This is an optimization exercise on Yosys and OpenROAD, whose aim is small area, not a production implementation.
The RTL was checked by simulation tests, not by an equivalence proof against the original design.
Power is estimated from default activity; no workload was simulated. The flow treats the clock pin as an ideal source, which a real chip does not have.

==> flow/design.v <==
module vacc (
	clk,
	ce,
	rst,
	acc_n,
	data_in,
	sync,
	trig,
	data_out,
	we,
	addr
);
	parameter integer VECTOR_WIDTH = 5;
	parameter integer INPUT_WIDTH = 36;
	parameter integer OUTPUT_WIDTH = 40;
	localparam integer N = 2 ** VECTOR_WIDTH;
	localparam integer W = OUTPUT_WIDTH;
	input wire clk;
	input wire ce;
	input wire rst;
	input wire [31:0] acc_n;
	input wire [INPUT_WIDTH - 1:0] data_in;
	input wire sync;
	input wire trig;
	output reg [OUTPUT_WIDTH - 1:0] data_out;
	output reg we;
	output reg [VECTOR_WIDTH - 1:0] addr;
	localparam [2:0] S_WAIT_SYNC = 3'd0;
	localparam [2:0] S_WAIT_TRIG = 3'd1;
	localparam [2:0] S_WAIT_START = 3'd2;
	localparam [2:0] S_ACC = 3'd3;
	localparam [2:0] S_DRAIN = 3'd4;
	reg [2:0] state;
	reg [VECTOR_WIDTH - 1:0] data_addr;
	reg stale_drain;
	reg [1:0] shifts;
	reg [31:0] accumulations;
	reg [INPUT_WIDTH - 1:0] last_data_in;
	wire in_acc = state == S_ACC;
	wire in_drain = state == S_DRAIN;
	wire start = data_addr == (N - 1);
	wire finish = addr == (N - 1);
	wire acc_done = accumulations == acc_n;
	always @(posedge clk)
		if (rst)
			data_addr <= 0;
		else if (ce && (state != S_WAIT_SYNC))
			data_addr <= data_addr + 1'b1;
	always @(posedge clk)
		if (rst)
			state <= S_WAIT_SYNC;
		else if (ce)
			case (state)
				S_WAIT_SYNC: if (sync) state <= S_WAIT_TRIG;
				S_WAIT_TRIG: if (trig) state <= S_WAIT_START;
				S_WAIT_START: if (start) state <= S_ACC;
				S_ACC: if (acc_done) state <= S_DRAIN;
				S_DRAIN: if (finish) state <= S_WAIT_TRIG;
				default: state <= state;
			endcase
	always @(posedge clk)
		if (rst) begin
			stale_drain <= 1'b0;
			shifts <= 2'd0;
		end
		else if (ce && in_drain && finish) begin
			stale_drain <= 1'b1;
			shifts <= 2'd0;
		end
		else if (ce && (in_acc || in_drain) && (shifts != 2'd3))
			shifts <= shifts + 1'b1;
	wire steady = shifts == 2'd3;
	wire in_place = shifts[1];
	reg [VECTOR_WIDTH - 1:0] out_addr;
	always @(*)
		if (steady)
			out_addr = data_addr - 2'd3;
		else if (stale_drain)
			out_addr = {3'd0, shifts} + 1'b1;
		else
			out_addr = 0;
	wire [32:0] acc_carry;
	assign acc_carry[0] = 1'b1;
	genvar gi;
	generate
		for (gi = 0; gi < 32; gi = gi + 1) begin : inc
			assign acc_carry[gi + 1] = acc_carry[gi] & accumulations[gi];
		end
	endgenerate
	always @(posedge clk)
		if (rst)
			accumulations <= 0;
		else if (ce && in_acc && in_place && (data_addr == 5'd1))
			accumulations <= accumulations ^ acc_carry[31:0];
		else if (ce && in_drain)
			accumulations <= 0;
	always @(posedge clk)
		last_data_in <= data_in;
	always @(posedge clk)
		if (rst || !(ce && in_drain))
			addr <= 0;
		else
			addr <= out_addr;
	always @(posedge clk)
		if (rst)
			we <= 0;
		else
			we <= ce && in_drain && !finish;
	reg acc_valid;
	always @(posedge clk)
		acc_valid <= !rst && ce && in_acc;
	reg [N * W - 1:0] ring;
	wire add_now = in_acc && !acc_done && acc_valid;
	wire [W - 1:0] addend = {{(W - INPUT_WIDTH) {1'b0}}, last_data_in};
	wire [W - 1:0] sum;
	vacc_add #(.W(W), .K(5)) adder (.a(ring[(N - 1) * W +: W]), .b(addend), .s(sum));
	reg post_reset;
	reg clr_28;
	reg clr_0;
	always @(posedge clk)
		if (rst)
			post_reset <= 1'b1;
		else if (ce && in_acc)
			post_reset <= 1'b0;
	always @(posedge clk)
		if (ce) begin
			clr_28 <= in_drain && steady;
			clr_0 <= in_drain && !steady && stale_drain;
		end
	wire clr_30 = in_acc && in_place && !acc_valid;
	wire clr_2 = in_acc && !in_place && stale_drain;
	always @(posedge clk)
		if (ce) begin
			ring[W - 1:0] <= ring[2 * W - 1:W];
			ring[W +: W] <= clr_2 ? {W {1'b0}} : ring[2 * W +: W];
			ring[(N - 5) * W - 1:2 * W] <= ring[(N - 4) * W - 1:3 * W];
			ring[(N - 5) * W +: W] <= (clr_28 || post_reset) ? {W {1'b0}} : ring[(N - 4) * W +: W];
			ring[(N - 4) * W +: W] <= ring[(N - 3) * W +: W];
			ring[(N - 3) * W +: W] <= clr_30 ? {W {1'b0}} : ring[(N - 2) * W +: W];
			ring[(N - 2) * W +: W] <= add_now ? sum : ring[(N - 1) * W +: W];
			ring[(N - 1) * W +: W] <= clr_0 ? {W {1'b0}} : ring[0 +: W];
		end
	reg rd_sel;
	reg rd_zero;
	always @(posedge clk)
		if (ce) begin
			rd_sel <= !steady && stale_drain;
			rd_zero <= !steady && !stale_drain;
		end
	always @(*)
		if (ce && in_drain && we && !rd_zero)
			data_out = rd_sel ? ring[0 +: W] : ring[(N - 4) * W +: W];
		else
			data_out = 0;
endmodule
module vacc_add (
	a,
	b,
	s
);
	parameter integer W = 40;
	parameter integer K = 5;
	localparam integer NG = (W + K - 1) / K;
	input wire [W - 1:0] a;
	input wire [W - 1:0] b;
	output wire [W - 1:0] s;
	wire [W - 1:0] g = a & b;
	wire [W - 1:0] p = a ^ b;
	wire [W:0] c;
	wire [NG:0] gc;
	wire [NG - 1:0] gg;
	wire [NG - 1:0] gp;
	assign gc[0] = 1'b0;
	genvar j, i;
	generate
		for (j = 0; j < NG; j = j + 1) begin : grp
			localparam integer LO = j * K;
			localparam integer HI = ((LO + K) < W ? (LO + K) : W) - 1;
			wire [HI - LO + 1:0] gs;
			wire [HI - LO + 1:0] ps;
			assign gs[0] = 1'b0;
			assign ps[0] = 1'b1;
			for (i = LO; i <= HI; i = i + 1) begin : bt
				assign gs[i - LO + 1] = g[i] | (p[i] & gs[i - LO]);
				assign ps[i - LO + 1] = p[i] & ps[i - LO];
				if (i > LO) begin : rip
					assign c[i] = g[i - 1] | (p[i - 1] & c[i - 1]);
				end
			end
			assign gg[j] = gs[HI - LO + 1];
			assign gp[j] = ps[HI - LO + 1];
			assign c[LO] = gc[j];
			assign gc[j + 1] = gg[j] | (gp[j] & gc[j]);
		end
	endgenerate
	assign c[W] = gc[NG];
	assign s = p ^ c[W - 1:0];
endmodule
export LEC_CHECK = 0
export CAP_MARGIN = 20
export CORE_MARGIN = 2
export CORE_UTILIZATION = 40
export CTS_BUF_LIST = sky130_fd_sc_hd__clkbuf_16
export CTS_CLUSTER_DIAMETER = 100
export CTS_CLUSTER_SIZE = 30
export SLEW_MARGIN = 20
create_clock -name core_clock -period 8.0 [get_ports {clk}]
standard.sh (not shown) runs the stock make flow with config.mk's settings and CLKGATE_MAP_FILE= SYNTH_SCRIPT=/design/flow/synth_recipe.tcl, a recipe that flattens the netlist after the stock synthesis.
==> flow/flow/run.sh <==
#!/bin/bash
# Layout flow: the standard layout (standard.sh), with two changes made
# through the ORFS variables the standard scripts read:
#  - the input and output ports get a sky130_fd_sc_hd__buf_1 buffer each
#    (the standard flow picks a larger delay buffer);
#  - clock tree synthesis uses clkbuf_16 buffers on sink clusters of up to 30
#    flip-flops within 100 um, and inserts no dummy loads.
# The whole make output goes to flow_make.log in this folder; ORFS keeps each
# step's own log under orfs/logs/.
set -euo pipefail
export BUFFER_PORTS_ARGS="-buffer_cell sky130_fd_sc_hd__buf_1"
export CTS_ARGS="-sink_clustering_enable -repair_clock_nets -sink_clustering_size 30 -sink_clustering_max_diameter 100 -buf_list sky130_fd_sc_hd__clkbuf_16 -dont_use_dummy_load"
bash standard.sh > flow_make.log 2>&1
==> next run, changes <==
--- a/flow/design.v
+++ b/flow/design.v
@@ -111,49 +111,52 @@
 		acc_valid <= !rst && ce && in_acc;
 	reg [N * W - 1:0] ring;
 	wire add_now = in_acc && !acc_done && acc_valid;
 	wire [W - 1:0] addend = {{(W - INPUT_WIDTH) {1'b0}}, last_data_in};
 	wire [W - 1:0] sum;
-	vacc_add #(.W(W), .K(5)) adder (.a(ring[(N - 1) * W +: W]), .b(addend), .s(sum));
+	vacc_add #(.W(W), .K(4)) adder (.a(ring[(N - 1) * W +: W]), .b(addend), .s(sum));
 	reg post_reset;
-	reg clr_28;
-	reg clr_0;
+	reg zero_29;
+	reg zero_28;
+	reg drained_28;
+	reg zero_1;
+	reg zero_0;
 	always @(posedge clk)
 		if (rst)
 			post_reset <= 1'b1;
 		else if (ce && in_acc)
 			post_reset <= 1'b0;
 	always @(posedge clk)
 		if (ce) begin
-			clr_28 <= in_drain && steady;
-			clr_0 <= in_drain && !steady && stale_drain;
-		end
-	wire clr_30 = in_acc && in_place && !acc_valid;
-	wire clr_2 = in_acc && !in_place && stale_drain;
+			zero_29 <= in_acc && in_place && !acc_valid;
+			zero_28 <= zero_29;
+			drained_28 <= in_drain && steady;
+			zero_1 <= in_acc && !in_place && stale_drain;
+			zero_0 <= zero_1 || (in_drain && !steady && stale_drain);
+		end
+	wire clear_28 = post_reset || drained_28 || zero_28;
 	always @(posedge clk)
 		if (ce) begin
-			ring[W - 1:0] <= ring[2 * W - 1:W];
-			ring[W +: W] <= clr_2 ? {W {1'b0}} : ring[2 * W +: W];
-			ring[(N - 5) * W - 1:2 * W] <= ring[(N - 4) * W - 1:3 * W];
-			ring[(N - 5) * W +: W] <= (clr_28 || post_reset) ? {W {1'b0}} : ring[(N - 4) * W +: W];
-			ring[(N - 4) * W +: W] <= ring[(N - 3) * W +: W];
-			ring[(N - 3) * W +: W] <= clr_30 ? {W {1'b0}} : ring[(N - 2) * W +: W];
+			ring[(N - 5) * W - 1:0] <= ring[(N - 4) * W - 1:W];
+			ring[(N - 5) * W +: W] <= clear_28 ? {W {1'b0}} : ring[(N - 4) * W +: W];
+			ring[(N - 2) * W - 1:(N - 4) * W] <= ring[(N - 1) * W - 1:(N - 3) * W];
 			ring[(N - 2) * W +: W] <= add_now ? sum : ring[(N - 1) * W +: W];
-			ring[(N - 1) * W +: W] <= clr_0 ? {W {1'b0}} : ring[0 +: W];
-		end
-	reg rd_sel;
-	reg rd_zero;
-	always @(posedge clk)
-		if (ce) begin
-			rd_sel <= !steady && stale_drain;
-			rd_zero <= !steady && !stale_drain;
+			ring[(N - 1) * W +: W] <= zero_0 ? {W {1'b0}} : ring[0 +: W];
+		end
+	reg out_28;
+	reg out_0;
+	always @(posedge clk)
+		if (rst) begin
+			out_28 <= 1'b0;
+			out_0 <= 1'b0;
+		end
+		else begin
+			out_28 <= ce && in_drain && !finish && steady && !zero_29;
+			out_0 <= ce && in_drain && !finish && !steady && stale_drain && !zero_1;
 		end
 	always @(*)
-		if (ce && in_drain && we && !rd_zero)
-			data_out = rd_sel ? ring[0 +: W] : ring[(N - 4) * W +: W];
-		else
-			data_out = 0;
+		data_out = ({W {ce && out_28}} & ring[(N - 4) * W +: W]) | ({W {ce && out_0}} & ring[0 +: W]);
 endmodule
 module vacc_add (
 	a,
 	b,
 	s
Result:
- worst setup slack improved by 330 ps
- flip-flop and latch count is higher by 3
- synthesized cell count goes down by 4.4%
- global-route usage shrinks by 0.44 points
- final area goes down by 1.1%
- sequential power barely changes
- total power went up by 0.75%
- area after synthesis falls by 1.4%

[re-timing with driven ports]
The results above use ideal ports. As a check the final layouts listed here were re-extracted and re-timed, cells and wires unchanged.
Step 1 sets driving cells, clkbuf_16 on the clock port and buf_2 on the other inputs (assumed; they add their load-dependent delay and slew).
Step 2 moves the port delays by t, midway between the first and last clock arrival at a register: inputs arrive t later, outputs are due t later. That takes back most of the time a late clock gives input paths.
Three values: no drivers, after step 1, after step 2; two values: the first two.
run	t, ns	slack for setup (ns)	worst hold slack (ns)
the first run	0.702	1.417 / 1.417 / 1.417	0.389 / 0.389 / 0.389
the second run	0.712	1.750 / 1.750 / 1.750	0.331 / 0.331 / 0.331
After both steps setup and hold are still met in every run listed.
